From an optimization exercise on the open Yosys and OpenROAD flow, aimed at small area and a short achievable clock period; shortcuts taken in it are not production practice.
No functional check of the RTL was part of any run shown here.
No activity file was given, so power comes from the tool's default toggle rates.

==> flow/design.v, too long to show whole: its modules and the start of the top module <==
// module FIRLPF: 818 lines
// module FIRLPF_fa: 4 lines
// module FIRLPF_ha: 4 lines
// module FIRLPF_gp: 4 lines
module FIRLPF(
       input                     Clock,
       input                     Rst_n,
       input      signed  [31:0] InputData1,
       output     signed  [31:0] OutputData
);
  // ...
==> flow/flow/run.sh <==
#!/bin/bash
# The standard layout (standard.sh) with two changes to how it is made:
# - the port buffers that global placement inserts use buf_2 instead of the
#   flow's default pick, a slow delay buffer;
# - after placement resizing (repair_design), cells that drive many loads
#   get a stronger drive strength of the same cell (post_resize.tcl);
#   detailed placement then legalizes them as usual.
# Everything else, including synthesis, is the standard flow's. The tools'
# full output goes to standard.log in the work folder (and to the ORFS logs
# under orfs/logs).
set -euo pipefail
here=$(cd "$(dirname "$0")" && pwd)
export BUFFER_PORTS_ARGS="-buffer_cell sky130_fd_sc_hd__buf_2"
export POST_RESIZE_TCL="$here/post_resize.tcl"
bash standard.sh > standard.log 2>&1
==> flow/flow/post_resize.tcl <==
# Sourced by ORFS after repair_design in the placement resizing step.
# Cells whose output drives more than 6 pins get the _4 drive strength of the
# same cell, more than 3 pins the _2 one, where the library has it (same
# function; flip-flops stay the same type of flip-flop).
set n_up 0
foreach inst [get_cells *] {
  set master [get_property $inst ref_name]
  if {![regexp {^(sky130_fd_sc_hd__[a-z0-9]+)_([0-9]+)$} $master -> base drive]} { continue }
  if {[string match "*clkbuf*" $base] || [string match "*dly*" $base] || [string match "*tap*" $base]} { continue }
  set fo 0
  foreach pin [get_pins -of_objects $inst -filter "direction == output"] {
    set net [get_nets -of_objects $pin]
    if {$net eq ""} { continue }
    incr fo [llength [get_pins -of_objects $net -filter "direction == input"]]
  }
  if {$fo > 6} { set want 4 } elseif {$fo > 3} { set want 2 } else { continue }
  if {$drive >= $want} { continue }
  if {[llength [get_lib_cells -quiet ${base}_$want]] == 0} { continue }
  replace_cell $inst ${base}_$want
  incr n_up
}
puts "post_resize.tcl: upsized $n_up cells"
==> flow/standard.sh <==
#!/bin/bash
# synth_recipe.tcl (not shown) runs the flow's synth.tcl, then flattens the netlist and writes it again
# the make line also repeats each setting of config.mk as NAME=value (left out here)
make -C /OpenROAD-flow-scripts/flow DESIGN_CONFIG=/design/flow/config.mk WORK_HOME=/design/flow/orfs CLKGATE_MAP_FILE= SYNTH_SCRIPT=/design/flow/synth_recipe.tcl "${@:-finish}"
==> flow/config.mk <==
export PLATFORM = sky130hd
export DESIGN_NAME = FIRLPF
export DESIGN_NICKNAME = FIRLPF
export VERILOG_FILES = /design/flow/design.v
export SDC_FILE = /design/flow/constraint.sdc
export NUM_CORES = 4
export LEC_CHECK = 0
export CAP_MARGIN = 20
export CELL_PAD_IN_SITES_DETAIL_PLACEMENT = 1
export CORE_MARGIN = 2
export CORE_UTILIZATION = 30
export CTS_CLUSTER_DIAMETER = 60
export CTS_CLUSTER_SIZE = 30
export PLACE_DENSITY = 0.5
export SLEW_MARGIN = 20
export SYNTH_HIERARCHICAL = 1
export SYNTH_MINIMUM_KEEP_SIZE = 0
==> flow/constraint.sdc <==
create_clock -name core_clock -period 11.0 [get_ports {Clock}]
set_input_delay 2.2000 -clock core_clock [delete_from_list [all_inputs] [get_ports {Clock}]]
set_output_delay 2.2000 -clock core_clock [all_outputs]
set_load 0.01 [all_outputs]
==> report_table.html, run 1 <==
<table>
<tr><th>Metric</th><th>Value</th></tr>
<tr><th colspan="2">Outcome</th></tr>
<tr><td>Result of the run</td><td>complete, no violations</td></tr>
<tr><th colspan="2">Die</th></tr>
<tr><td>Area of the placeable core</td><td>approximately 0.073 sq mm</td></tr>
<tr><td>Die H</td><td>between 200 and 300 um</td></tr>
<tr><td>Count of inserted tapcells</td><td>approximately 960</td></tr>
<tr><th colspan="2">Routing</th></tr>
<tr><td>Met3 wire length</td><td>3.31 mm</td></tr>
<tr><td>DRT met1 WL</td><td>27.0 mm</td></tr>
<tr><td>Post-detailed-route DRC marker count</td><td>0</td></tr>
<tr><td>DRC violation total after the first TritonRoute iteration</td><td>a little under 900</td></tr>
<tr><td>Routed wirelength normalized by instance count</td><td>20.6 um</td></tr>
<tr><th colspan="2">Global routing</th></tr>
<tr><td>Global routing met2 resource utilization</td><td>roughly 27%</td></tr>
<tr><td>Number of antenna violations at the first check in global routing</td><td>7</td></tr>
<tr><td>M1 GR Usage</td><td>21.1%</td></tr>
<tr><th colspan="2">Layout</th></tr>
<tr><td>Largest registers ranked by flip-flop count</td><td>Sc x40, Ss x40, xr x32</td></tr>
<tr><td>Clock buffers and inverters, area share</td><td>under 10%</td></tr>
<tr><td>Clock buffer instance count of the final layout</td><td>between 40 and 50</td></tr>
<tr><td>Most frequent cells in the layout</td><td>sky130_fd_sc_hd__dfxtp_1, sky130_fd_sc_hd__fa_1, sky130_fd_sc_hd__mux2i_1</td></tr>
<tr><td>Final non-clock buffer share</td><td>1.74%</td></tr>
<tr><td>Final Core Density</td><td>approximately 35%</td></tr>
<tr><th colspan="2">Setup path</th></tr>
<tr><td>Critical Path, Cell by Cell</td><td>buf_2</td></tr>
<tr><td>Reg2Reg Setup Slack</td><td>7680 ps</td></tr>
<tr><th colspan="2">Min path</th></tr>
<tr><td>Min-delay worst type</td><td>register to register</td></tr>
<tr><td>Worst hold path startpoint</td><td>R0[9]</td></tr>
<tr><th colspan="2">Clocking</th></tr>
<tr><td>Later-pin clock latency in the skew report</td><td>610 ps</td></tr>
<tr><td>Clock sink count</td><td>about 400</td></tr>
<tr><td>Root buffer cell</td><td>sky130_fd_sc_hd__clkbuf_16</td></tr>
<tr><td>Quantity of gates resized following cts</td><td>0</td></tr>
<tr><td>Clk pin slew, worst setup/hold paths</td><td>~90 ps</td></tr>
<tr><td>Post-CTS Repair Setup Buffers</td><td>0</td></tr>
<tr><th colspan="2">Power and ir drop</th></tr>
<tr><td>Switching Fraction</td><td>39.4%</td></tr>
<tr><td>Power dissipated by switching net loads</td><td>between 2 and 3 mW</td></tr>
<tr><th colspan="2">Synth</th></tr>
<tr><td>Number of nets produced by synthesis</td><td>2400</td></tr>
<tr><th colspan="2">STA</th></tr>
<tr><td>Fin crit period</td><td>between 3000 and 4000 ps</td></tr>
<tr><th colspan="2">Place</th></tr>
<tr><td>DP Wirelength</td><td>42.4 mm</td></tr>
<tr><td>Port Buf Inserts</td><td>65</td></tr>
</table>
==> run 2, diff against run 1 <==
--- a/flow/design.v
+++ b/flow/design.v
@@ -517,18 +517,283 @@
 wire f201s, f201c;
 FIRLPF_fa uf201 (.a(f121s), .b(f160c), .c(f161s), .s(f201s), .co(f201c));
 wire f202s, f202c;
 FIRLPF_fa uf202 (.a(f123s), .b(f161c), .c(f162s), .s(f202s), .co(f202c));
 always @(posedge Clock) begin
   Ss <= {f201c, f200c, f199c, f198c, f197c, f196c, f195c, f194c, f193c, f192c, f191c, f190c, f189c, f188c, f187c, f186c, f185c, f184c, f183c, f182c, f181c, f180c, f179c, f178c, f177c, f176c, f175c, f174c, f173c, f172c, f171c, f170c, f169c, f168c, f167c, f166c, f165c, f164c, h163c, row4[0]};
   Sc <= {f202s, f201s, f200s, f199s, f198s, f197s, f196s, f195s, f194s, f193s, f192s, f191s, f190s, f189s, f188s, f187s, f186s, f185s, f184s, f183s, f182s, f181s, f180s, f179s, f178s, f177s, f176s, f175s, f174s, f173s, f172s, f171s, f170s, f169s, f168s, f167s, f166s, f165s, f164s, h163s};
 end
-wire [39:0] Ssum = Ss + Sc;
-wire [24:0] Sfin = Ssum[39:15];
+wire lp0, lg0;
+FIRLPF_ha ulh0 (.a(Ss[0]), .b(Sc[0]), .s(lp0), .co(lg0));
+wire lp1, lg1;
+FIRLPF_ha ulh1 (.a(Ss[1]), .b(Sc[1]), .s(lp1), .co(lg1));
+wire lp2, lg2;
+FIRLPF_ha ulh2 (.a(Ss[2]), .b(Sc[2]), .s(lp2), .co(lg2));
+wire lp3, lg3;
+FIRLPF_ha ulh3 (.a(Ss[3]), .b(Sc[3]), .s(lp3), .co(lg3));
+wire lp4, lg4;
+FIRLPF_ha ulh4 (.a(Ss[4]), .b(Sc[4]), .s(lp4), .co(lg4));
+wire lp5, lg5;
+FIRLPF_ha ulh5 (.a(Ss[5]), .b(Sc[5]), .s(lp5), .co(lg5));
+wire lp6, lg6;
+FIRLPF_ha ulh6 (.a(Ss[6]), .b(Sc[6]), .s(lp6), .co(lg6));
+wire lp7, lg7;
+FIRLPF_ha ulh7 (.a(Ss[7]), .b(Sc[7]), .s(lp7), .co(lg7));
+wire lp8, lg8;
+FIRLPF_ha ulh8 (.a(Ss[8]), .b(Sc[8]), .s(lp8), .co(lg8));
+wire lp9, lg9;
+FIRLPF_ha ulh9 (.a(Ss[9]), .b(Sc[9]), .s(lp9), .co(lg9));
+wire lp10, lg10;
+FIRLPF_ha ulh10 (.a(Ss[10]), .b(Sc[10]), .s(lp10), .co(lg10));
+wire lp11, lg11;
+FIRLPF_ha ulh11 (.a(Ss[11]), .b(Sc[11]), .s(lp11), .co(lg11));
+wire lp12, lg12;
+FIRLPF_ha ulh12 (.a(Ss[12]), .b(Sc[12]), .s(lp12), .co(lg12));
+wire lp13, lg13;
+FIRLPF_ha ulh13 (.a(Ss[13]), .b(Sc[13]), .s(lp13), .co(lg13));
+wire lp14, lg14;
+FIRLPF_ha ulh14 (.a(Ss[14]), .b(Sc[14]), .s(lp14), .co(lg14));
+wire lt0g, lt0p;
+FIRLPF_gp ult0 (.gh(lg1), .ph(lp1), .gl(lg0), .pl(lp0), .g(lt0g), .p(lt0p));
+wire lt1g, lt1p;
+FIRLPF_gp ult1 (.gh(lg3), .ph(lp3), .gl(lg2), .pl(lp2), .g(lt1g), .p(lt1p));
+wire lt2g, lt2p;
+FIRLPF_gp ult2 (.gh(lg5), .ph(lp5), .gl(lg4), .pl(lp4), .g(lt2g), .p(lt2p));
+wire lt3g, lt3p;
+FIRLPF_gp ult3 (.gh(lg7), .ph(lp7), .gl(lg6), .pl(lp6), .g(lt3g), .p(lt3p));
+wire lt4g, lt4p;
+FIRLPF_gp ult4 (.gh(lg9), .ph(lp9), .gl(lg8), .pl(lp8), .g(lt4g), .p(lt4p));
+wire lt5g, lt5p;
+FIRLPF_gp ult5 (.gh(lg11), .ph(lp11), .gl(lg10), .pl(lp10), .g(lt5g), .p(lt5p));
+wire lt6g, lt6p;
+FIRLPF_gp ult6 (.gh(lg13), .ph(lp13), .gl(lg12), .pl(lp12), .g(lt6g), .p(lt6p));
+wire lt7g, lt7p;
+FIRLPF_gp ult7 (.gh(lt1g), .ph(lt1p), .gl(lt0g), .pl(lt0p), .g(lt7g), .p(lt7p));
+wire lt8g, lt8p;
+FIRLPF_gp ult8 (.gh(lt3g), .ph(lt3p), .gl(lt2g), .pl(lt2p), .g(lt8g), .p(lt8p));
+wire lt9g, lt9p;
+FIRLPF_gp ult9 (.gh(lt5g), .ph(lt5p), .gl(lt4g), .pl(lt4p), .g(lt9g), .p(lt9p));
+wire lt10g, lt10p;
+FIRLPF_gp ult10 (.gh(lg14), .ph(lp14), .gl(lt6g), .pl(lt6p), .g(lt10g), .p(lt10p));
+wire lt11g, lt11p;
+FIRLPF_gp ult11 (.gh(lt8g), .ph(lt8p), .gl(lt7g), .pl(lt7p), .g(lt11g), .p(lt11p));
+wire lt12g, lt12p;
+FIRLPF_gp ult12 (.gh(lt10g), .ph(lt10p), .gl(lt9g), .pl(lt9p), .g(lt12g), .p(lt12p));
+wire lt13g, lt13p;
+FIRLPF_gp ult13 (.gh(lt12g), .ph(lt12p), .gl(lt11g), .pl(lt11p), .g(lt13g), .p(lt13p));
+wire sap0, sag0;
+FIRLPF_ha usah0 (.a(Ss[15]), .b(Sc[15]), .s(sap0), .co(sag0));
+wire sap1, sag1;
+FIRLPF_ha usah1 (.a(Ss[16]), .b(Sc[16]), .s(sap1), .co(sag1));
+wire sap2, sag2;
+FIRLPF_ha usah2 (.a(Ss[17]), .b(Sc[17]), .s(sap2), .co(sag2));
+wire sap3, sag3;
+FIRLPF_ha usah3 (.a(Ss[18]), .b(Sc[18]), .s(sap3), .co(sag3));
+wire sap4, sag4;
+FIRLPF_ha usah4 (.a(Ss[19]), .b(Sc[19]), .s(sap4), .co(sag4));
+wire sap5, sag5;
+FIRLPF_ha usah5 (.a(Ss[20]), .b(Sc[20]), .s(sap5), .co(sag5));
+wire sap6, sag6;
+FIRLPF_ha usah6 (.a(Ss[21]), .b(Sc[21]), .s(sap6), .co(sag6));
+wire sap7, sag7;
+FIRLPF_ha usah7 (.a(Ss[22]), .b(Sc[22]), .s(sap7), .co(sag7));
+wire sap8, sag8;
+FIRLPF_ha usah8 (.a(Ss[23]), .b(Sc[23]), .s(sap8), .co(sag8));
+wire sap9, sag9;
+FIRLPF_ha usah9 (.a(Ss[24]), .b(Sc[24]), .s(sap9), .co(sag9));
+wire sap10, sag10;
+FIRLPF_ha usah10 (.a(Ss[25]), .b(Sc[25]), .s(sap10), .co(sag10));
+wire sap11, sag11;
+FIRLPF_ha usah11 (.a(Ss[26]), .b(Sc[26]), .s(sap11), .co(sag11));
+wire sap12, sag12;
+FIRLPF_ha usah12 (.a(Ss[27]), .b(Sc[27]), .s(sap12), .co(sag12));
+wire sap13, sag13;
+FIRLPF_ha usah13 (.a(Ss[28]), .b(Sc[28]), .s(sap13), .co(sag13));
+wire sap14, sag14;
+FIRLPF_ha usah14 (.a(Ss[29]), .b(Sc[29]), .s(sap14), .co(sag14));
+wire sap15, sag15;
+FIRLPF_ha usah15 (.a(Ss[30]), .b(Sc[30]), .s(sap15), .co(sag15));
+wire sap16, sag16;
+FIRLPF_ha usah16 (.a(Ss[31]), .b(Sc[31]), .s(sap16), .co(sag16));
+wire sap17, sag17;
+FIRLPF_ha usah17 (.a(Ss[32]), .b(Sc[32]), .s(sap17), .co(sag17));
+wire sap18, sag18;
+FIRLPF_ha usah18 (.a(Ss[33]), .b(Sc[33]), .s(sap18), .co(sag18));
+wire sap19, sag19;
+FIRLPF_ha usah19 (.a(Ss[34]), .b(Sc[34]), .s(sap19), .co(sag19));
+wire sap20, sag20;
+FIRLPF_ha usah20 (.a(Ss[35]), .b(Sc[35]), .s(sap20), .co(sag20));
+wire sap21, sag21;
+FIRLPF_ha usah21 (.a(Ss[36]), .b(Sc[36]), .s(sap21), .co(sag21));
+wire sap22, sag22;
+FIRLPF_ha usah22 (.a(Ss[37]), .b(Sc[37]), .s(sap22), .co(sag22));
+wire sap23, sag23;
+FIRLPF_ha usah23 (.a(Ss[38]), .b(Sc[38]), .s(sap23), .co(sag23));
+wire sap24, sag24;
+FIRLPF_ha usah24 (.a(Ss[39]), .b(Sc[39]), .s(sap24), .co(sag24));
+wire saG0_1g, saG0_1p;
+FIRLPF_gp usaG0_1 (.gh(sag1), .ph(sap1), .gl(sag0), .pl(sap0), .g(saG0_1g), .p(saG0_1p));
+wire saG0_3g, saG0_3p;
+FIRLPF_gp usaG0_3 (.gh(sag3), .ph(sap3), .gl(sag2), .pl(sap2), .g(saG0_3g), .p(saG0_3p));
+wire saG0_5g, saG0_5p;
+FIRLPF_gp usaG0_5 (.gh(sag5), .ph(sap5), .gl(sag4), .pl(sap4), .g(saG0_5g), .p(saG0_5p));
+wire saG0_7g, saG0_7p;
+FIRLPF_gp usaG0_7 (.gh(sag7), .ph(sap7), .gl(sag6), .pl(sap6), .g(saG0_7g), .p(saG0_7p));
+wire saG0_9g, saG0_9p;
+FIRLPF_gp usaG0_9 (.gh(sag9), .ph(sap9), .gl(sag8), .pl(sap8), .g(saG0_9g), .p(saG0_9p));
+wire saG0_11g, saG0_11p;
+FIRLPF_gp usaG0_11 (.gh(sag11), .ph(sap11), .gl(sag10), .pl(sap10), .g(saG0_11g), .p(saG0_11p));
+wire saG0_13g, saG0_13p;
+FIRLPF_gp usaG0_13 (.gh(sag13), .ph(sap13), .gl(sag12), .pl(sap12), .g(saG0_13g), .p(saG0_13p));
+wire saG0_15g, saG0_15p;
+FIRLPF_gp usaG0_15 (.gh(sag15), .ph(sap15), .gl(sag14), .pl(sap14), .g(saG0_15g), .p(saG0_15p));
+wire saG0_17g, saG0_17p;
+FIRLPF_gp usaG0_17 (.gh(sag17), .ph(sap17), .gl(sag16), .pl(sap16), .g(saG0_17g), .p(saG0_17p));
+wire saG0_19g, saG0_19p;
+FIRLPF_gp usaG0_19 (.gh(sag19), .ph(sap19), .gl(sag18), .pl(sap18), .g(saG0_19g), .p(saG0_19p));
+wire saG0_21g, saG0_21p;
+FIRLPF_gp usaG0_21 (.gh(sag21), .ph(sap21), .gl(sag20), .pl(sap20), .g(saG0_21g), .p(saG0_21p));
+wire saG0_23g, saG0_23p;
+FIRLPF_gp usaG0_23 (.gh(sag23), .ph(sap23), .gl(sag22), .pl(sap22), .g(saG0_23g), .p(saG0_23p));
+wire saG1_2g, saG1_2p;
+FIRLPF_gp usaG1_2 (.gh(sag2), .ph(sap2), .gl(saG0_1g), .pl(saG0_1p), .g(saG1_2g), .p(saG1_2p));
+wire saG1_3g, saG1_3p;
+FIRLPF_gp usaG1_3 (.gh(saG0_3g), .ph(saG0_3p), .gl(saG0_1g), .pl(saG0_1p), .g(saG1_3g), .p(saG1_3p));
+wire saG1_6g, saG1_6p;
+FIRLPF_gp usaG1_6 (.gh(sag6), .ph(sap6), .gl(saG0_5g), .pl(saG0_5p), .g(saG1_6g), .p(saG1_6p));
+wire saG1_7g, saG1_7p;
+FIRLPF_gp usaG1_7 (.gh(saG0_7g), .ph(saG0_7p), .gl(saG0_5g), .pl(saG0_5p), .g(saG1_7g), .p(saG1_7p));
+wire saG1_10g, saG1_10p;
+FIRLPF_gp usaG1_10 (.gh(sag10), .ph(sap10), .gl(saG0_9g), .pl(saG0_9p), .g(saG1_10g), .p(saG1_10p));
+wire saG1_11g, saG1_11p;
+FIRLPF_gp usaG1_11 (.gh(saG0_11g), .ph(saG0_11p), .gl(saG0_9g), .pl(saG0_9p), .g(saG1_11g), .p(saG1_11p));
+wire saG1_14g, saG1_14p;
+FIRLPF_gp usaG1_14 (.gh(sag14), .ph(sap14), .gl(saG0_13g), .pl(saG0_13p), .g(saG1_14g), .p(saG1_14p));
+wire saG1_15g, saG1_15p;
+FIRLPF_gp usaG1_15 (.gh(saG0_15g), .ph(saG0_15p), .gl(saG0_13g), .pl(saG0_13p), .g(saG1_15g), .p(saG1_15p));
+wire saG1_18g, saG1_18p;
+FIRLPF_gp usaG1_18 (.gh(sag18), .ph(sap18), .gl(saG0_17g), .pl(saG0_17p), .g(saG1_18g), .p(saG1_18p));
+wire saG1_19g, saG1_19p;
+FIRLPF_gp usaG1_19 (.gh(saG0_19g), .ph(saG0_19p), .gl(saG0_17g), .pl(saG0_17p), .g(saG1_19g), .p(saG1_19p));
+wire saG1_22g, saG1_22p;
+FIRLPF_gp usaG1_22 (.gh(sag22), .ph(sap22), .gl(saG0_21g), .pl(saG0_21p), .g(saG1_22g), .p(saG1_22p));
+wire saG1_23g, saG1_23p;
+FIRLPF_gp usaG1_23 (.gh(saG0_23g), .ph(saG0_23p), .gl(saG0_21g), .pl(saG0_21p), .g(saG1_23g), .p(saG1_23p));
+wire saG2_4g, saG2_4p;
+FIRLPF_gp usaG2_4 (.gh(sag4), .ph(sap4), .gl(saG1_3g), .pl(saG1_3p), .g(saG2_4g), .p(saG2_4p));
+wire saG2_5g, saG2_5p;
+FIRLPF_gp usaG2_5 (.gh(saG0_5g), .ph(saG0_5p), .gl(saG1_3g), .pl(saG1_3p), .g(saG2_5g), .p(saG2_5p));
+wire saG2_6g, saG2_6p;
+FIRLPF_gp usaG2_6 (.gh(saG1_6g), .ph(saG1_6p), .gl(saG1_3g), .pl(saG1_3p), .g(saG2_6g), .p(saG2_6p));
+wire saG2_7g, saG2_7p;
+FIRLPF_gp usaG2_7 (.gh(saG1_7g), .ph(saG1_7p), .gl(saG1_3g), .pl(saG1_3p), .g(saG2_7g), .p(saG2_7p));
+wire saG2_12g, saG2_12p;
+FIRLPF_gp usaG2_12 (.gh(sag12), .ph(sap12), .gl(saG1_11g), .pl(saG1_11p), .g(saG2_12g), .p(saG2_12p));
+wire saG2_13g, saG2_13p;
+FIRLPF_gp usaG2_13 (.gh(saG0_13g), .ph(saG0_13p), .gl(saG1_11g), .pl(saG1_11p), .g(saG2_13g), .p(saG2_13p));
+wire saG2_14g, saG2_14p;
+FIRLPF_gp usaG2_14 (.gh(saG1_14g), .ph(saG1_14p), .gl(saG1_11g), .pl(saG1_11p), .g(saG2_14g), .p(saG2_14p));
+wire saG2_15g, saG2_15p;
+FIRLPF_gp usaG2_15 (.gh(saG1_15g), .ph(saG1_15p), .gl(saG1_11g), .pl(saG1_11p), .g(saG2_15g), .p(saG2_15p));
+wire saG2_20g, saG2_20p;
+FIRLPF_gp usaG2_20 (.gh(sag20), .ph(sap20), .gl(saG1_19g), .pl(saG1_19p), .g(saG2_20g), .p(saG2_20p));
+wire saG2_21g, saG2_21p;
+FIRLPF_gp usaG2_21 (.gh(saG0_21g), .ph(saG0_21p), .gl(saG1_19g), .pl(saG1_19p), .g(saG2_21g), .p(saG2_21p));
+wire saG2_22g, saG2_22p;
+FIRLPF_gp usaG2_22 (.gh(saG1_22g), .ph(saG1_22p), .gl(saG1_19g), .pl(saG1_19p), .g(saG2_22g), .p(saG2_22p));
+wire saG2_23g, saG2_23p;
+FIRLPF_gp usaG2_23 (.gh(saG1_23g), .ph(saG1_23p), .gl(saG1_19g), .pl(saG1_19p), .g(saG2_23g), .p(saG2_23p));
+wire saG3_8g, saG3_8p;
+FIRLPF_gp usaG3_8 (.gh(sag8), .ph(sap8), .gl(saG2_7g), .pl(saG2_7p), .g(saG3_8g), .p(saG3_8p));
+wire saG3_9g, saG3_9p;
+FIRLPF_gp usaG3_9 (.gh(saG0_9g), .ph(saG0_9p), .gl(saG2_7g), .pl(saG2_7p), .g(saG3_9g), .p(saG3_9p));
+wire saG3_10g, saG3_10p;
+FIRLPF_gp usaG3_10 (.gh(saG1_10g), .ph(saG1_10p), .gl(saG2_7g), .pl(saG2_7p), .g(saG3_10g), .p(saG3_10p));
+wire saG3_11g, saG3_11p;
+FIRLPF_gp usaG3_11 (.gh(saG1_11g), .ph(saG1_11p), .gl(saG2_7g), .pl(saG2_7p), .g(saG3_11g), .p(saG3_11p));
+wire saG3_12g, saG3_12p;
+FIRLPF_gp usaG3_12 (.gh(saG2_12g), .ph(saG2_12p), .gl(saG2_7g), .pl(saG2_7p), .g(saG3_12g), .p(saG3_12p));
+wire saG3_13g, saG3_13p;
+FIRLPF_gp usaG3_13 (.gh(saG2_13g), .ph(saG2_13p), .gl(saG2_7g), .pl(saG2_7p), .g(saG3_13g), .p(saG3_13p));
+wire saG3_14g, saG3_14p;
+FIRLPF_gp usaG3_14 (.gh(saG2_14g), .ph(saG2_14p), .gl(saG2_7g), .pl(saG2_7p), .g(saG3_14g), .p(saG3_14p));
+wire saG3_15g, saG3_15p;
+FIRLPF_gp usaG3_15 (.gh(saG2_15g), .ph(saG2_15p), .gl(saG2_7g), .pl(saG2_7p), .g(saG3_15g), .p(saG3_15p));
+wire saG3_24g, saG3_24p;
+FIRLPF_gp usaG3_24 (.gh(sag24), .ph(sap24), .gl(saG2_23g), .pl(saG2_23p), .g(saG3_24g), .p(saG3_24p));
+wire saG4_16g, saG4_16p;
+FIRLPF_gp usaG4_16 (.gh(sag16), .ph(sap16), .gl(saG3_15g), .pl(saG3_15p), .g(saG4_16g), .p(saG4_16p));
+wire saG4_17g, saG4_17p;
+FIRLPF_gp usaG4_17 (.gh(saG0_17g), .ph(saG0_17p), .gl(saG3_15g), .pl(saG3_15p), .g(saG4_17g), .p(saG4_17p));
+wire saG4_18g, saG4_18p;
+FIRLPF_gp usaG4_18 (.gh(saG1_18g), .ph(saG1_18p), .gl(saG3_15g), .pl(saG3_15p), .g(saG4_18g), .p(saG4_18p));
+wire saG4_19g, saG4_19p;
+FIRLPF_gp usaG4_19 (.gh(saG1_19g), .ph(saG1_19p), .gl(saG3_15g), .pl(saG3_15p), .g(saG4_19g), .p(saG4_19p));
+wire saG4_20g, saG4_20p;
+FIRLPF_gp usaG4_20 (.gh(saG2_20g), .ph(saG2_20p), .gl(saG3_15g), .pl(saG3_15p), .g(saG4_20g), .p(saG4_20p));
+wire saG4_21g, saG4_21p;
+FIRLPF_gp usaG4_21 (.gh(saG2_21g), .ph(saG2_21p), .gl(saG3_15g), .pl(saG3_15p), .g(saG4_21g), .p(saG4_21p));
+wire saG4_22g, saG4_22p;
+FIRLPF_gp usaG4_22 (.gh(saG2_22g), .ph(saG2_22p), .gl(saG3_15g), .pl(saG3_15p), .g(saG4_22g), .p(saG4_22p));
+wire saG4_23g, saG4_23p;
+FIRLPF_gp usaG4_23 (.gh(saG2_23g), .ph(saG2_23p), .gl(saG3_15g), .pl(saG3_15p), .g(saG4_23g), .p(saG4_23p));
+wire saG4_24g, saG4_24p;
+FIRLPF_gp usaG4_24 (.gh(saG3_24g), .ph(saG3_24p), .gl(saG3_15g), .pl(saG3_15p), .g(saG4_24g), .p(saG4_24p));
+wire sac0 = sag0 | (sap0 & lt13g);
+wire sac1 = saG0_1g | (saG0_1p & lt13g);
+wire sac2 = saG1_2g | (saG1_2p & lt13g);
+wire sac3 = saG1_3g | (saG1_3p & lt13g);
+wire sac4 = saG2_4g | (saG2_4p & lt13g);
+wire sac5 = saG2_5g | (saG2_5p & lt13g);
+wire sac6 = saG2_6g | (saG2_6p & lt13g);
+wire sac7 = saG2_7g | (saG2_7p & lt13g);
+wire sac8 = saG3_8g | (saG3_8p & lt13g);
+wire sac9 = saG3_9g | (saG3_9p & lt13g);
+wire sac10 = saG3_10g | (saG3_10p & lt13g);
+wire sac11 = saG3_11g | (saG3_11p & lt13g);
+wire sac12 = saG3_12g | (saG3_12p & lt13g);
+wire sac13 = saG3_13g | (saG3_13p & lt13g);
+wire sac14 = saG3_14g | (saG3_14p & lt13g);
+wire sac15 = saG3_15g | (saG3_15p & lt13g);
+wire sac16 = saG4_16g | (saG4_16p & lt13g);
+wire sac17 = saG4_17g | (saG4_17p & lt13g);
+wire sac18 = saG4_18g | (saG4_18p & lt13g);
+wire sac19 = saG4_19g | (saG4_19p & lt13g);
+wire sac20 = saG4_20g | (saG4_20p & lt13g);
+wire sac21 = saG4_21g | (saG4_21p & lt13g);
+wire sac22 = saG4_22g | (saG4_22p & lt13g);
+wire sac23 = saG4_23g | (saG4_23p & lt13g);
+wire sac24 = saG4_24g | (saG4_24p & lt13g);
+wire sas0 = sap0 ^ lt13g;
+wire sas1 = sap1 ^ sac0;
+wire sas2 = sap2 ^ sac1;
+wire sas3 = sap3 ^ sac2;
+wire sas4 = sap4 ^ sac3;
+wire sas5 = sap5 ^ sac4;
+wire sas6 = sap6 ^ sac5;
+wire sas7 = sap7 ^ sac6;
+wire sas8 = sap8 ^ sac7;
+wire sas9 = sap9 ^ sac8;
+wire sas10 = sap10 ^ sac9;
+wire sas11 = sap11 ^ sac10;
+wire sas12 = sap12 ^ sac11;
+wire sas13 = sap13 ^ sac12;
+wire sas14 = sap14 ^ sac13;
+wire sas15 = sap15 ^ sac14;
+wire sas16 = sap16 ^ sac15;
+wire sas17 = sap17 ^ sac16;
+wire sas18 = sap18 ^ sac17;
+wire sas19 = sap19 ^ sac18;
+wire sas20 = sap20 ^ sac19;
+wire sas21 = sap21 ^ sac20;
+wire sas22 = sap22 ^ sac21;
+wire sas23 = sap23 ^ sac22;
+wire sas24 = sap24 ^ sac23;
+wire [24:0] Sfin = {sas24, sas23, sas22, sas21, sas20, sas19, sas18, sas17, sas16, sas15, sas14, sas13, sas12, sas11, sas10, sas9, sas8, sas7, sas6, sas5, sas4, sas3, sas2, sas1, sas0};
 reg [1:0] nins;
 always @(posedge Clock or negedge Rst_n)
   if (!Rst_n)                       nins <= 2'd0;
   else if (restart && nins != 2'd2) nins <= nins + 2'd1;
 reg [24:0] R0, R1, R2, R3, R4, R5, R6, R7, R8;
 always @(posedge Clock) begin
   R0 <= restart ? (nins == 2'd0 ? 25'd0 : Sfin) : (nins == 2'd2 ? R8 : 25'd0);
   R1 <= R0; R2 <= R1; R3 <= R2; R4 <= R3;
@@ -809,17 +1074,17 @@
 wire uas24 = uap24 ^ uaG4_23g;
 wire uas25 = uap25 ^ uaG4_24g;
 wire uas26 = uap26 ^ uaG4_25g;
 wire uas27 = uap27 ^ uaG4_26g;
 assign Unext = {uas27, uas26, uas25, uas24, uas23, uas22, uas21, uas20, uas19, uas18, uas17, uas16, uas15, uas14, uas13, uas12, uas11, uas10, uas9, uas8, uas7, uas6, uas5, uas4, uas3, uas2, uas1, uap0};
 always @(posedge Clock or negedge Rst_n)
   if (!Rst_n)   U <= 28'd0;
   else if (upd) U <= Unext;
-assign OutputData = {U[27], U[27], U[27], U[27], U[27], U[27], U[27], U[27], U[26:3]};
+assign OutputData = {{7{U[27]}}, U[27:3]};
 endmodule
 module FIRLPF_fa(input a, input b, input c, output s, output co);
 assign s  = a ^ b ^ c;
 assign co = (a & b) | (a & c) | (b & c);
 endmodule
 module FIRLPF_ha(input a, input b, output s, output co);
 assign s  = a ^ b;
 assign co = a & b;
==> flow/config.mk (replaced) <==
export PLATFORM = sky130hd
export DESIGN_NAME = FIRLPF
export DESIGN_NICKNAME = FIRLPF
export VERILOG_FILES = /design/flow/design.v
export SDC_FILE = /design/flow/constraint.sdc
export NUM_CORES = 4
export LEC_CHECK = 0
export CAP_MARGIN = 20
export CELL_PAD_IN_SITES_DETAIL_PLACEMENT = 1
export CORE_MARGIN = 2
export CORE_UTILIZATION = 30
export PLACE_DENSITY = 0.5
export SLEW_MARGIN = 20
export SYNTH_HIERARCHICAL = 1
export SYNTH_MINIMUM_KEEP_SIZE = 0
==> run 2 against run 1 <==
  * Clock-buffer cell count rose by 21
  * Clock skew is 25 ps lower
  * Non-clock buffer count up 6
  * Synthesized area is 0.46% higher
  * Setup slack improved by 39 ps
  * Wire length fell by 8.7%
  * Worst hold slack better by 5.0 ps
  * Sequential cell count did not move
  * Combinational power fell by 11%
==> report_table.html, run 2 <==
<table>
<tr><th>Metric</th><th>Value</th></tr>
<tr><th colspan="2">Setup path</th></tr>
<tr><td>Worst path top cell family by delay</td><td>flip-flops (unchanged)</td></tr>
<tr><td>Max stage delay on crit path</td><td>520 ps (was 530 ps)</td></tr>
<tr><td>Cell count along the critical path</td><td>1 (unchanged)</td></tr>
<tr><td>Cell at the slowest stage of the critical path</td><td>sky130_fd_sc_hd__dfrtp_4 (unchanged)</td></tr>
<tr><td>Depth of the most critical reg-to-reg path</td><td>7 (unchanged)</td></tr>
<tr><td>Maximum fanout along the worst path</td><td>10 (unchanged)</td></tr>
<tr><td>Startpoint type of the worst setup path</td><td>register (unchanged)</td></tr>
<tr><td>WP data arrival</td><td>1240 ps (was 1280 ps)</td></tr>
<tr><td>Count of buffer and inverter cells on the critical path</td><td>1 (unchanged)</td></tr>
<tr><td>Critical Path, Cell by Cell</td><td>buf_2 (unchanged)</td></tr>
<tr><td>Setup Crit Path Kind</td><td>register to output pin (unchanged)</td></tr>
<tr><td>Endpoint class of the critical path</td><td>output pin (unchanged)</td></tr>
<tr><td>Worst endpoint required time</td><td>8800 ps (about the same)</td></tr>
<tr><th colspan="2">Power and ir drop</th></tr>
<tr><td>Internal portion of total power</td><td>3.94 mW (was 3.91 mW)</td></tr>
<tr><td>LEAKAGE</td><td>11.6 nW (was 11.1 nW)</td></tr>
<tr><td>Sequential share of power</td><td>29.9% (was 29.1%)</td></tr>
<tr><td>Switching Fraction</td><td>35.2% (was 39.4%)</td></tr>
<tr><td>Power dissipated by switching net loads</td><td>2.14 mW (was 2.54 mW)</td></tr>
<tr><td>Maximum ir drop on the vdd rail</td><td>0.000128 V (was 0.000119 V)</td></tr>
<tr><td>Power Dens Cells</td><td>244 mW/mm^2 (was 256 mW/mm^2)</td></tr>
<tr><td>Gate power share</td><td>45.1% (was 47.5%)</td></tr>
<tr><td>Clock Power Share</td><td>25.0% (was 23.4%)</td></tr>
<tr><th colspan="2">Synth</th></tr>
<tr><td>Area of the mapped netlist</td><td>0.0223 sq mm (was 0.0222 sq mm)</td></tr>
<tr><td>Post-Syn Instances</td><td>1995 (was 2056)</td></tr>
<tr><td>Number of nets produced by synthesis</td><td>2343 (was 2400)</td></tr>
<tr><td>Synth warnings</td><td>7 (unchanged)</td></tr>
<tr><td>Average size of a mapped cell</td><td>11.2 sq um (was 10.8 sq um)</td></tr>
<tr><th colspan="2">Clocking</th></tr>
<tr><td>Post-CTS Repair Setup Buffers</td><td>0 (unchanged)</td></tr>
<tr><td>Clk pin slew, worst setup/hold paths</td><td>60 ps (was 90 ps)</td></tr>
<tr><td>Hold-fix buffer count after cts</td><td>0 (unchanged)</td></tr>
<tr><td>Clock Path Buffers</td><td>3 (unchanged)</td></tr>
<tr><td>Total CTS buffers</td><td>44 (was 39)</td></tr>
<tr><td>Clock sink count</td><td>398 (unchanged)</td></tr>
<tr><td>CTS tree</td><td>yes (unchanged)</td></tr>
<tr><td>Later-pin clock latency in the skew report</td><td>590 ps (was 610 ps)</td></tr>
<tr><td>Root buffer cell</td><td>sky130_fd_sc_hd__clkbuf_16 (unchanged)</td></tr>
<tr><td>Total number of H-tree levels</td><td>2 (unchanged)</td></tr>
<tr><td>Quantity of gates resized following cts</td><td>0 (unchanged)</td></tr>
<tr><th colspan="2">Layout</th></tr>
<tr><td>Synth-to-layout area growth</td><td>11.9% (was 13.7%)</td></tr>
<tr><td>Number of nets in the layout</td><td>2281 (was 2320)</td></tr>
<tr><td>Most frequent cells in the layout</td><td>sky130_fd_sc_hd__dfxtp_1, sky130_fd_sc_hd__fa_1, sky130_fd_sc_hd__mux2i_1 (unchanged)</td></tr>
<tr><td>Most common cell after layout, fill and taps aside</td><td>sky130_fd_sc_hd__dfxtp_1 (unchanged)</td></tr>
<tr><td>Largest registers ranked by flip-flop count</td><td>Sc x40, Ss x40, xr x32 (unchanged)</td></tr>
<tr><td>Proportion of layout cells with a drive suffix above 1</td><td>16.7% (was 15.9%)</td></tr>
<tr><th colspan="2">Routing</th></tr>
<tr><td>DRC violation total after the first TritonRoute iteration</td><td>812 (was 892)</td></tr>
<tr><td>Count of antenna-violating nets left after detailed routing</td><td>0 (unchanged)</td></tr>
<tr><td>Detailed Routing Iterations Pass 1</td><td>6 (was 18)</td></tr>
<tr><td>Routed wirelength normalized by instance count</td><td>19.0 um (was 20.6 um)</td></tr>
<tr><td>Final wirelength</td><td>55.7 mm (was 61.0 mm)</td></tr>
<tr><td>Post-detailed-route DRC marker count</td><td>0 (unchanged)</td></tr>
<tr><td>Vias per inst</td><td>4.86 (was 5.04)</td></tr>
<tr><td>Via count</td><td>14200 (was 14900)</td></tr>
<tr><th colspan="2">Die</th></tr>
<tr><td>I/O pin total</td><td>66 (unchanged)</td></tr>
<tr><td>Starting Density</td><td>30.4% (about the same)</td></tr>
<tr><td>Width of the die</td><td>277 um (was 276 um)</td></tr>
<tr><td>Die H</td><td>277 um (was 276 um)</td></tr>
<tr><td>Die outline area</td><td>0.0765 sq mm (was 0.0761 sq mm)</td></tr>
<tr><td>Area of the placeable core</td><td>0.0732 sq mm (was 0.0731 sq mm)</td></tr>
<tr><td>Site row count</td><td>99 (unchanged)</td></tr>
<tr><th colspan="2">Place</th></tr>
<tr><td>DP Wirelength</td><td>39.0 mm (was 42.4 mm)</td></tr>
<tr><td>Port Buf Inserts</td><td>65 (unchanged)</td></tr>
<tr><td>Gpl congestion</td><td>0.780 (was 0.801)</td></tr>
<tr><th colspan="2">STA</th></tr>
<tr><td>Finish-stage setup viols</td><td>0 (unchanged)</td></tr>
<tr><td>Slew at the pin closest to its max-slew limit</td><td>993 ps (was 894 ps)</td></tr>
<tr><td>Worst Clk Skew</td><td>21.7 ps (was 46.3 ps)</td></tr>
<tr><td>Final hold violations</td><td>0 (unchanged)</td></tr>
<tr><td>RSZ-0062 raised after global routing</td><td>no (unchanged)</td></tr>
<tr><td>Final clock period utilization by the worst path</td><td>31.3% (was 31.6%)</td></tr>
<tr><td>Tightest hold margin</td><td>320 ps (was 315 ps)</td></tr>
<tr><td>Accumulated negative setup slack</td><td>0 ps (unchanged)</td></tr>
<tr><td>Slew margin rel.</td><td>33.2% (was 39.9%)</td></tr>
<tr><td>Fin crit period</td><td>3440 ps (was 3480 ps)</td></tr>
<tr><td>Top achievable clock speed</td><td>0.291 GHz (was 0.287 GHz)</td></tr>
<tr><td>Slew Limit Fails</td><td>0 (unchanged)</td></tr>
<tr><th colspan="2">Global routing</th></tr>
<tr><td>Number of antenna violations at the first check in global routing</td><td>2 (was 7)</td></tr>
<tr><td>Pin count of the biggest net entering global routing</td><td>65 (unchanged)</td></tr>
<tr><td>Overall Global Routing Usage</td><td>14.8% (was 16.3%)</td></tr>
<tr><td>Wire length of the first global-routing pass</td><td>91.6 mm (was 97.3 mm)</td></tr>
<tr><td>Total congestion overflow</td><td>0 (unchanged)</td></tr>
<tr><td>Via count of the first global-routing pass</td><td>15900 (was 16800)</td></tr>
<tr><th colspan="2">Outcome</th></tr>
<tr><td>Result of the run</td><td>complete, no violations (unchanged)</td></tr>
<tr><th colspan="2">Min path</th></tr>
<tr><td>Hold Crit Depth</td><td>0 (unchanged)</td></tr>
<tr><td>Min-delay worst type</td><td>register to register (unchanged)</td></tr>
<tr><th colspan="2">Job</th></tr>
<tr><td>Number of violations of the max-capacitance limit</td><td>0 (unchanged)</td></tr>
</table>
==> run 2: path summary, 6_finish.rpt <==
kind                         from             end  slack (ps)
min                        R3[19]          R4[19]         320
max reg2reg                ctl[9]          Sc[27]        7750
max in group asynchronous   Rst_n           U[27]        8730
min in group asynchronous   Rst_n        Count[4]        1720
max                         U[27]  OutputData[27]        7560
min reg2reg                R3[19]          R4[19]         320
==> run 2: per-layer routing <==
| layer | wire, um | GRT usage [%] |
|---|---|---|
| met2 | 26400 | 24.5 |
| met4 | 1040 | 3.60 |
| met3 | 2210 | 2.09 |
| met1 | 26000 | 20.3 |
| met5 | 0 | 0 |
==> run 2: through the flow <==
step                      area (sq um)  utilization [%]  worst slack, ps  instances  total power [mW]
after floorplan                  22300                -             8140       1995              3.87
after global placement           23000             31.4             7450       2846              4.40
after detailed placement         23400             32.0             7740       2846              4.62
after CTS                        24900             34.1             7510       2925              6.20
after global routing             24900             34.1             7500       2925              6.64
final                            24900             34.1             7560       2926              6.08
==> run 2: area by class of cell <==
cell class	instances	area (sq um)
fillers	7887	48300
clock inverters	16	174
flip-flops and latches	398	8350
inverters	64	253
multi-input cells	1339	13100
diodes	1	2.50
clock buffers	63	1340
well taps	959	1200
repair buffers	86	483
==> run 2: power groups by stage <==
| stage | logic (mW) | registers, mW | clock network [mW] |
|---|---|---|---|
| final | 2.74 | 1.82 | 1.52 |
| after global routing | 3.17 | 1.85 | 1.63 |
| after CTS | 2.81 | 1.82 | 1.57 |
| after detailed placement | 2.78 | 1.84 | 0 |
| after global placement | 2.55 | 1.85 | 0 |
| after floorplan | 2.11 | 1.76 | 0 |
==> run 3, diff against run 2 <==
--- a/flow/config.mk
+++ b/flow/config.mk
@@ -11,2 +11,3 @@
 export CORE_UTILIZATION = 30
+export CTS_BUF_LIST = sky130_fd_sc_hd__clkbuf_8
 export PLACE_DENSITY = 0.5
==> run 3 against run 2 <==
  * Largest cell class unchanged
  * Clock-buffer cell count grew 23
  * Clock skew is 17 ps higher
  * Die area is the same
  * Synthesized area stayed put
  * Register-to-register slack hardly changed
  * Sequential power is essentially flat
  * Wire length grew 0.53%
  * Still clean on timing, DRC and antenna
  * Highest routed layer unchanged
  * Critical endpoint unchanged
==> report_table.html, run 3 <==
<table>
<tr><th>Metric</th><th>Value</th></tr>
<tr><th colspan="2">Global routing</th></tr>
<tr><td>Wire length of the first global-routing pass</td><td>92.6 mm (was 91.6 mm)</td></tr>
<tr><td>Via count of the first global-routing pass</td><td>16100 (was 15900)</td></tr>
<tr><td>Total congestion overflow</td><td>0 (unchanged)</td></tr>
<tr><td>Pin count of the biggest net entering global routing</td><td>65 (unchanged)</td></tr>
<tr><td>Number of antenna violations at the first check in global routing</td><td>3 (was 2)</td></tr>
<tr><td>Overall Global Routing Usage</td><td>15.0% (was 14.8%)</td></tr>
<tr><th colspan="2">Clocking</th></tr>
<tr><td>Clk pin slew, worst setup/hold paths</td><td>50 ps (was 60 ps)</td></tr>
<tr><td>Clock sink count</td><td>398 (unchanged)</td></tr>
<tr><td>Total number of H-tree levels</td><td>3 (was 2)</td></tr>
<tr><td>Total CTS buffers</td><td>70 (was 44)</td></tr>
<tr><td>Quantity of gates resized following cts</td><td>0 (unchanged)</td></tr>
<tr><td>Post-CTS Repair Setup Buffers</td><td>0 (unchanged)</td></tr>
<tr><td>Root buffer cell</td><td>sky130_fd_sc_hd__clkbuf_8 (was sky130_fd_sc_hd__clkbuf_16)</td></tr>
<tr><td>Later-pin clock latency in the skew report</td><td>660 ps (was 590 ps)</td></tr>
<tr><td>Hold-fix buffer count after cts</td><td>0 (unchanged)</td></tr>
<tr><td>Clock Path Buffers</td><td>3 (unchanged)</td></tr>
<tr><td>CTS tree</td><td>yes (unchanged)</td></tr>
<tr><th colspan="2">Layout</th></tr>
<tr><td>Largest registers ranked by flip-flop count</td><td>Sc x40, Ss x40, xr x32 (unchanged)</td></tr>
<tr><td>Most frequent cells in the layout</td><td>sky130_fd_sc_hd__dfxtp_1, sky130_fd_sc_hd__fa_1, sky130_fd_sc_hd__mux2i_1 (unchanged)</td></tr>
<tr><td>Count of filler cells inserted in the layout</td><td>7918 (was 7887)</td></tr>
<tr><td>Number of nets in the layout</td><td>2307 (was 2281)</td></tr>
<tr><td>Final Core Density</td><td>34.0% (was 34.1%)</td></tr>
<tr><td>Post-route design area</td><td>0.0249 sq mm (about the same)</td></tr>
<tr><td>Post-route insts no fill</td><td>2973 (was 2926)</td></tr>
<tr><td>Synth-to-layout area growth</td><td>11.6% (was 11.9%)</td></tr>
<tr><td>Proportion of layout cells with a drive suffix above 1</td><td>17.7% (was 16.7%)</td></tr>
<tr><td>Most common cell after layout, fill and taps aside</td><td>sky130_fd_sc_hd__dfxtp_1 (unchanged)</td></tr>
<tr><th colspan="2">STA</th></tr>
<tr><td>Final clock period utilization by the worst path</td><td>32.0% (was 31.3%)</td></tr>
<tr><td>Top achievable clock speed</td><td>0.284 GHz (was 0.291 GHz)</td></tr>
<tr><td>Accumulated negative setup slack</td><td>0 ps (unchanged)</td></tr>
<tr><td>Tightest hold margin</td><td>305 ps (was 320 ps)</td></tr>
<tr><td>Final hold violations</td><td>0 (unchanged)</td></tr>
<tr><td>Finish-stage setup viols</td><td>0 (unchanged)</td></tr>
<tr><td>Slew margin rel.</td><td>34.4% (was 33.2%)</td></tr>
<tr><td>Fin crit period</td><td>3520 ps (was 3440 ps)</td></tr>
<tr><td>Worst Clk Skew</td><td>39.1 ps (was 21.7 ps)</td></tr>
<tr><td>Slew Limit Fails</td><td>0 (unchanged)</td></tr>
<tr><td>Final setup slack of the worst path</td><td>7480 ps (was 7560 ps)</td></tr>
<tr><td>Slew at the pin closest to its max-slew limit</td><td>975 ps (was 993 ps)</td></tr>
<tr><td>RSZ-0062 raised after global routing</td><td>no (unchanged)</td></tr>
<tr><th colspan="2">Power and ir drop</th></tr>
<tr><td>Power Dens Cells</td><td>240 mW/mm^2 (was 244 mW/mm^2)</td></tr>
<tr><td>Maximum ir drop on the vdd rail</td><td>0.0000960 V (was 0.000128 V)</td></tr>
<tr><td>Overall power of the completed layout</td><td>5.96 mW (was 6.08 mW)</td></tr>
<tr><td>LEAKAGE</td><td>11.7 nW (was 11.6 nW)</td></tr>
<tr><th colspan="2">Setup path</th></tr>
<tr><td>Cell at the slowest stage of the critical path</td><td>sky130_fd_sc_hd__dfrtp_4 (unchanged)</td></tr>
<tr><td>Worst Setup SP</td><td>U[27] (unchanged)</td></tr>
<tr><td>R2r endpoint</td><td>Sc[24] (was Sc[27])</td></tr>
<tr><td>Startpoint of the worst register-to-register path</td><td>ctl[9] (unchanged)</td></tr>
<tr><td>Depth of the most critical reg-to-reg path</td><td>7 (unchanged)</td></tr>
<tr><td>Reg2Reg Setup Slack</td><td>7750 ps (about the same)</td></tr>
<tr><td>Worst path top cell family by delay</td><td>flip-flops (unchanged)</td></tr>
<tr><td>Maximum fanout along the worst path</td><td>10 (unchanged)</td></tr>
<tr><td>Critical Path, Cell by Cell</td><td>buf_2 (unchanged)</td></tr>
<tr><td>Max stage delay on crit path</td><td>520 ps (about the same)</td></tr>
<tr><td>Endpoint class of the critical path</td><td>output pin (unchanged)</td></tr>
<tr><td>Cell count along the critical path</td><td>1 (unchanged)</td></tr>
<tr><td>Worst endpoint required time</td><td>8800 ps (about the same)</td></tr>
<tr><td>WP data arrival</td><td>1320 ps (was 1240 ps)</td></tr>
<tr><td>Setup Crit Path Kind</td><td>register to output pin (unchanged)</td></tr>
<tr><td>Count of buffer and inverter cells on the critical path</td><td>1 (unchanged)</td></tr>
<tr><td>Startpoint type of the worst setup path</td><td>register (unchanged)</td></tr>
<tr><td>CP Capture Point</td><td>OutputData[27] (unchanged)</td></tr>
<tr><th colspan="2">Synth</th></tr>
<tr><td>Area of the mapped netlist</td><td>0.0223 sq mm (unchanged)</td></tr>
<tr><td>Average size of a mapped cell</td><td>11.2 sq um (unchanged)</td></tr>
<tr><td>Post-Syn Instances</td><td>1995 (unchanged)</td></tr>
<tr><td>Number of nets produced by synthesis</td><td>2343 (unchanged)</td></tr>
<tr><td>Synth warnings</td><td>7 (unchanged)</td></tr>
<tr><th colspan="2">Min path</th></tr>
<tr><td>Min-delay worst type</td><td>register to register (unchanged)</td></tr>
<tr><th colspan="2">Die</th></tr>
<tr><td>Starting Density</td><td>30.4% (unchanged)</td></tr>
<tr><td>Area of the placeable core</td><td>0.0732 sq mm (unchanged)</td></tr>
<tr><td>I/O pin total</td><td>66 (unchanged)</td></tr>
<tr><td>Die outline area</td><td>0.0765 sq mm (unchanged)</td></tr>
<tr><td>Width of the die</td><td>277 um (unchanged)</td></tr>
<tr><td>Site row count</td><td>99 (unchanged)</td></tr>
<tr><td>Die H</td><td>277 um (unchanged)</td></tr>
<tr><th colspan="2">Place</th></tr>
<tr><td>Port Buf Inserts</td><td>65 (unchanged)</td></tr>
<tr><td>DP Wirelength</td><td>39.0 mm (unchanged)</td></tr>
<tr><td>Inst Count DP</td><td>2846 (unchanged)</td></tr>
<tr><td>Pre-CTS setup slack</td><td>7740 ps (unchanged)</td></tr>
<tr><td>Dpl cell area</td><td>0.0234 sq mm (unchanged)</td></tr>
<tr><td>Gpl congestion</td><td>0.780 (unchanged)</td></tr>
<tr><th colspan="2">Routing</th></tr>
<tr><td>Via count</td><td>14400 (was 14200)</td></tr>
<tr><td>Final wirelength</td><td>56.0 mm (was 55.7 mm)</td></tr>
<tr><td>Post-detailed-route DRC marker count</td><td>0 (unchanged)</td></tr>
<tr><td>Routed wirelength normalized by instance count</td><td>18.8 um (was 19.0 um)</td></tr>
<tr><td>DRC violation total after the first TritonRoute iteration</td><td>812 (unchanged)</td></tr>
<tr><td>Vias per inst</td><td>4.85 (was 4.86)</td></tr>
<tr><td>Count of antenna-violating nets left after detailed routing</td><td>0 (unchanged)</td></tr>
<tr><td>Detailed Routing Iterations Pass 1</td><td>7 (was 6)</td></tr>
<tr><th colspan="2">Job</th></tr>
<tr><td>Number of violations of the max-capacitance limit</td><td>0 (unchanged)</td></tr>
<tr><th colspan="2">Outcome</th></tr>
<tr><td>Result of the run</td><td>complete, no violations (unchanged)</td></tr>
</table>
[run 3: area by class of cell]
cell class	count	area [sq um]	area share, %
antenna	2	5.00	0.0201
sequential	398	8350	33.6
timing repair buffer	86	483	1.94
clock buffer	86	1180	4.76
multi-input combinational	1339	13100	52.8
clock inverter	39	269	1.08
inverter	64	253	1.02
tap	959	1200	4.82
[run 3: where the power goes]
part           switching, mW  internal [mW]
combinational           1.37           1.37
clock                  0.623          0.781
sequential             0.155           1.66
total                   2.14           3.82
[run 3: worst min path at each step]
| stage | start | end | slack (ps) | depth (start not counted) |
|---|---|---|---|---|
| 4_1_cts | R1[0] | R2[0] | 310 | 0 |
| 3_5_place_dp | R0[1] | R1[1] | 310 | 0 |
| 3_3_place_gp | R3[7] | R4[7] | 310 | 0 |
| 2_1_floorplan | R0[0] | R1[0] | 310 | 0 |
| 6_report | R1[0] | R2[0] | 300 | 0 |
| 5_1_grt | R1[0] | R2[0] | 320 | 0 |
[run 3: per-layer routing]
layer	vias up	wire length, um	part of all wire, %	track usage, %
met2	332	26400	47	24.4
met4	0	1160	2.1	4.88
met5	-	0	0	0
li1	6711	-	-	-
met1	7295	26000	46	20.4
met3	86	2430	4.3	2.30
[run 3: worst register-to-register path, cell delays in order (launching register included)]
cell and delay (ps):
sky130_fd_sc_hd__dfxtp_2 310, sky130_fd_sc_hd__buf_4 600, sky130_fd_sc_hd__mux2i_1 220, sky130_fd_sc_hd__nand2_1 140, sky130_fd_sc_hd__fa_1 450, sky130_fd_sc_hd__fa_1 450
sky130_fd_sc_hd__fa_1 530, sky130_fd_sc_hd__fa_1 410

separate check: timing with driven ports:
No port has a modelled driver above. Below, the same layouts with a new extraction and two added sets of constraints. Step 1 (the two cells are an assumption about what drives the block):
set clk [get_ports {Clock}]
set_driving_cell -lib_cell sky130_fd_sc_hd__clkbuf_16 $clk
set_driving_cell -lib_cell sky130_fd_sc_hd__buf_2 [delete_from_list [all_inputs] $clk]
Step 2 adds t to the input delays and takes it off the output delays; t is the mean of the earliest and latest rising clock arrival at the registers after step 1. Input paths then give back, and output paths get back, about the clock's delay inside the block. Slacks: ideal / step 1 / step 2; pairs: ideal / step 1.
run	t, ns	setup slack, ns	worst hold slack (ns)	worst slew at a driven data input, ns	pins driven straight from the clock port
run 1	0.654	7.521 / 7.457 / 7.680	0.315 / 0.315 / 0.315	0.06	1
run 2	0.637	7.559 / 7.499 / 7.753	0.320 / 0.320 / 0.320	0.05	1
run 3	0.696	7.484 / 7.432 / 7.751	0.305 / 0.305 / 0.305	0.05	1
After both steps setup and hold are still met in every run listed.
